Source: an optimization exercise on an open RTL-to-GDS flow (aim: small area and a short achievable clock period). Production flows keep margins and buffers that such runs may drop.
Only simulation tests tie the RTL to the original design; equivalence was not proved.
Power and IR drop assume default switching activity.

Setup of the baseline:
==> flow/design.v (excerpt) <==
module muitiplier(
    input clk,rstn,
    input pipeline_muitiplier_flush,
    input pipeline_muitiplier_stall,
    input [4:0] pipeline_muitiplier_subtype,
    input [31:0] pipeline_muitiplier_din1,
    input [31:0] pipeline_muitiplier_din2,
    output [31:0] muitiplier_pipeline_dout
);
clock: 12.0 ns
lec_check: 0
abc_area: 1
cap_margin: 20
core_margin: 2
core_utilization: 55
slew_margin: 45
synth_hierarchical: 1
standard.sh (not shown) runs the stock make flow with config.mk's settings and CLKGATE_MAP_FILE= SYNTH_SCRIPT=/design/flow/synth_recipe.tcl, a recipe that flattens the netlist after the stock synthesis.
==> flow/flow/run.sh <==
#!/bin/bash
# The standard ORFS layout (standard.sh) with three changes:
#  - every port still gets a buffer, but a buf_2 instead of the slow
#    clkdlybuf4s50_1 that buffer_ports picks by default;
#  - clock tree synthesis without dummy loads;
#  - timing repair aims for the setup slack in SETUP_SLACK_MARGIN below.
set -euo pipefail
export BUFFER_PORTS_ARGS="-buffer_cell sky130_fd_sc_hd__buf_2"
export CTS_ARGS="-sink_clustering_enable -repair_clock_nets -dont_use_dummy_load -buf_list {sky130_fd_sc_hd__clkbuf_4 sky130_fd_sc_hd__clkbuf_8}"
export SETUP_SLACK_MARGIN=5.6
bash standard.sh > standard_flow.log 2>&1
The baseline has completed all stages; timing, DRC and antenna checks passed.
Here is what was changed in the inputs of the candidate compared with the baseline.
Settings: SLEW_MARGIN: 45 -> 20; PLACE_DENSITY: unset -> 0.7; CORE_UTILIZATION: 55 -> 65.
==> run notes <==
From the baseline to the candidate the numbers moved as follows: detailed route wirelength on metal3 rose 13%, sum of routed wire segments on met1 decreased by 13% relative to the old numbers, final core utilization now larger, clock transition at the register clock pins on the worst setup and hold paths after CTS down 0.02 ns.

Another version of the RTL of muitiplier (not shown whole).
Size: roughly 2700 cells after synthesis, ~120 flip-flops, about 110 I/O pins, ~0.026 mm^2 of cells after synthesis.
## muitiplier
module muitiplier(
    input clk,rstn,
    input pipeline_muitiplier_flush,
    input pipeline_muitiplier_stall,
    input [4:0] pipeline_muitiplier_subtype,
    input [31:0] pipeline_muitiplier_din1,
    input [31:0] pipeline_muitiplier_din2,
    output [31:0] muitiplier_pipeline_dout
);
clock: 12.0 ns
lec_check: 0
abc_area: 1
cap_margin: 20
core_margin: 2
core_utilization: 55
slew_margin: 20
synth_hierarchical: 1
==> flow/flow/run.sh <==
#!/bin/bash
# The standard ORFS layout (standard.sh) with three changes:
#  - every port still gets a buffer, but a buf_2 instead of the slow
#    clkdlybuf4s50_1 that buffer_ports picks by default;
#  - clock tree synthesis without dummy loads;
#  - timing repair aims for the setup slack in SETUP_SLACK_MARGIN below.
set -euo pipefail
export BUFFER_PORTS_ARGS="-buffer_cell sky130_fd_sc_hd__buf_2"
export CTS_ARGS="-sink_clustering_enable -repair_clock_nets -dont_use_dummy_load -buf_list {sky130_fd_sc_hd__clkbuf_4 sky130_fd_sc_hd__clkbuf_8}"
export SETUP_SLACK_MARGIN=5
bash standard.sh > standard_flow.log 2>&1
The baseline finished clean.
Then changed:
--- a/flow/flow/run.sh
+++ b/flow/flow/run.sh
@@ -9,3 +9,3 @@
 export CTS_ARGS="-sink_clustering_enable -repair_clock_nets -dont_use_dummy_load -buf_list {sky130_fd_sc_hd__clkbuf_4 sky130_fd_sc_hd__clkbuf_8}"
-export SETUP_SLACK_MARGIN=5
+export SETUP_SLACK_MARGIN=5.6
 bash standard.sh > standard_flow.log 2>&1
--- a/flow/config.mk
+++ b/flow/config.mk
@@ -10,3 +10,3 @@
 export CORE_MARGIN = 2
-export CORE_UTILIZATION = 55
+export CORE_UTILIZATION = 70
 export SLEW_MARGIN = 20
What happened: The new run produced a clean layout. Die area came out lower by 21%. Total power came out higher by 3.6%. Clock skew stays the same. Non-clock buffer count came out higher by 105. Sequential share of layout area came out lower by 0.68 points. Combinational power came out higher by 4.3%. Via count came out higher by 7.6%. Clock power came out higher by about 3%. Utilization came out higher by 20 points. Wire length came out higher by 2.5%.
Then changed:
--- a/flow/config.mk
+++ b/flow/config.mk
@@ -10,3 +10,3 @@
 export CORE_MARGIN = 2
-export CORE_UTILIZATION = 70
+export CORE_UTILIZATION = 55
 export SLEW_MARGIN = 20
After rerunning: Area after synthesis is unchanged; die area increases by 27%; final area hardly moves; non-clock buffer count decreases by 14; cell count increases by about 2.7%; clock-buffer cell count stays the same; utilization decreases by 16 points; sequential cell count does not change; global-route usage decreases by 11 points; worst hold slack improves by 18 ps.
Then changed:
==> flow/run.sh (new file) <==
#!/bin/bash
# synth_recipe.tcl (not shown) runs the flow's synth.tcl, then flattens the netlist and writes it again
# the make line also repeats each setting of config.mk as NAME=value (left out here)
make -C /OpenROAD-flow-scripts/flow DESIGN_CONFIG=/design/flow/config.mk WORK_HOME=/design/flow/orfs CLKGATE_MAP_FILE= SYNTH_SCRIPT=/design/flow/synth_recipe.tcl finish
--- a/flow/config.mk
+++ b/flow/config.mk
@@ -11,2 +11,3 @@
 export CORE_UTILIZATION = 55
+export SETUP_SLACK_MARGIN = 5
 export SLEW_MARGIN = 20
removed: flow/flow/run.sh
removed: flow/standard.sh
The changed run passed the timing, DRC and antenna checks.
Via count fell by 1.5%.
Global-route usage rose by 0.74 points.
Count of clock-buffer cells in the layout rose by 1.
Cell area fell by 2.2%.
Routed wire length fell by 2.7%.
Die area does not change.
Hold slack barely changes.
Synthesized area is unchanged.
Total power fell by 0.32%.
Then changed:
--- a/flow/config.mk
+++ b/flow/config.mk
@@ -14 +14,2 @@
 export SYNTH_HIERARCHICAL = 1
+export TNS_END_PERCENT = 5
What happened: Via count drops slightly; total power is lower slightly; critical path depth does not change; final cell count stays flat; area after synthesis does not change; clock power barely changes; clock skew does not change; design area is lower slightly.
Then changed:
==> flow/flow/run.sh (new file) <==
#!/bin/bash
# The standard ORFS layout (standard.sh) with three changes:
#  - every port still gets a buffer, but a buf_2 instead of the slow
#    clkdlybuf4s50_1 that buffer_ports picks by default;
#  - clock tree synthesis without dummy loads;
#  - timing repair aims for the setup slack in SETUP_SLACK_MARGIN below.
set -euo pipefail
export BUFFER_PORTS_ARGS="-buffer_cell sky130_fd_sc_hd__buf_2"
export CTS_ARGS="-sink_clustering_enable -repair_clock_nets -dont_use_dummy_load"
export SETUP_SLACK_MARGIN=5
bash standard.sh > standard_flow.log 2>&1
==> flow/standard.sh (new file) <==
#!/bin/bash
# synth_recipe.tcl (not shown) runs the flow's synth.tcl, then flattens the netlist and writes it again
# the make line also repeats each setting of config.mk as NAME=value (left out here)
make -C /OpenROAD-flow-scripts/flow DESIGN_CONFIG=/design/flow/config.mk WORK_HOME=/design/flow/orfs CLKGATE_MAP_FILE= SYNTH_SCRIPT=/design/flow/synth_recipe.tcl "${@:-finish}"
--- a/flow/config.mk
+++ b/flow/config.mk
@@ -11,5 +11,3 @@
 export CORE_UTILIZATION = 55
-export SETUP_SLACK_MARGIN = 5
 export SLEW_MARGIN = 20
 export SYNTH_HIERARCHICAL = 1
-export TNS_END_PERCENT = 5
removed: flow/run.sh
After rerunning: The changed run completed without violations. Setup slack gets better by 170 ps. Total power went down slightly. Via count barely changes.

-- afterwards: timing with drivers on the ports --
The flow's constraints put no driver on any port. The routed layouts listed below were extracted and timed again, unchanged, in two steps.
Step 1 (the two cells are an assumption about what drives the block):
set clk [get_ports {clk}]
set_driving_cell -lib_cell sky130_fd_sc_hd__clkbuf_16 $clk
set_driving_cell -lib_cell sky130_fd_sc_hd__buf_2 [delete_from_list [all_inputs] $clk]
Step 2 also shifts input and output timing later by t, the mid clock arrival at the registers, as if the neighbouring blocks saw the same clock.
a / b / c = ideal ports / drivers / drivers and shift; a / b = the first two.
run | t (ns) | setup WS [ns] | worst setup path after step 2 | worst register clock-pin slew, ns | worst slew at a driven data input, ns
the baseline | 0.568 | 5.620 / 5.647 / 5.079 | input to register | 0.08 / 0.08 | 0.05
the candidate | 0.554 | 5.585 / 5.616 / 5.062 | input to register | 0.08 / 0.08 | 0.11
the first run of note 2 | 0.599 | 5.098 / 5.103 / 4.504 | input to register | 0.09 / 0.09 | 0.07
the second run of note 2 | 0.621 | 5.603 / 5.601 / 5.013 | input to register | 0.08 / 0.08 | 0.06
the third run of note 2 | 0.605 | 5.526 / 5.562 / 4.957 | input to register | 0.08 / 0.08 | 0.05
the fourth run of note 2 | 0.561 | 5.045 / 5.085 / 4.524 | input to register | 0.07 / 0.07 | 0.06
the fifth run of note 2 | 0.558 | 4.826 / 4.864 / 4.306 | input to register | 0.07 / 0.07 | 0.06
the sixth run of note 2 | 0.538 | 5.001 / 5.036 / 4.498 | input to register | 0.06 / 0.06 | 0.07
After both steps every run listed still meets setup and hold. For the first run of note 2, which loses most, drivers alone change the setup slack by +0.005 ns; drivers and shift together by -0.594 ns.
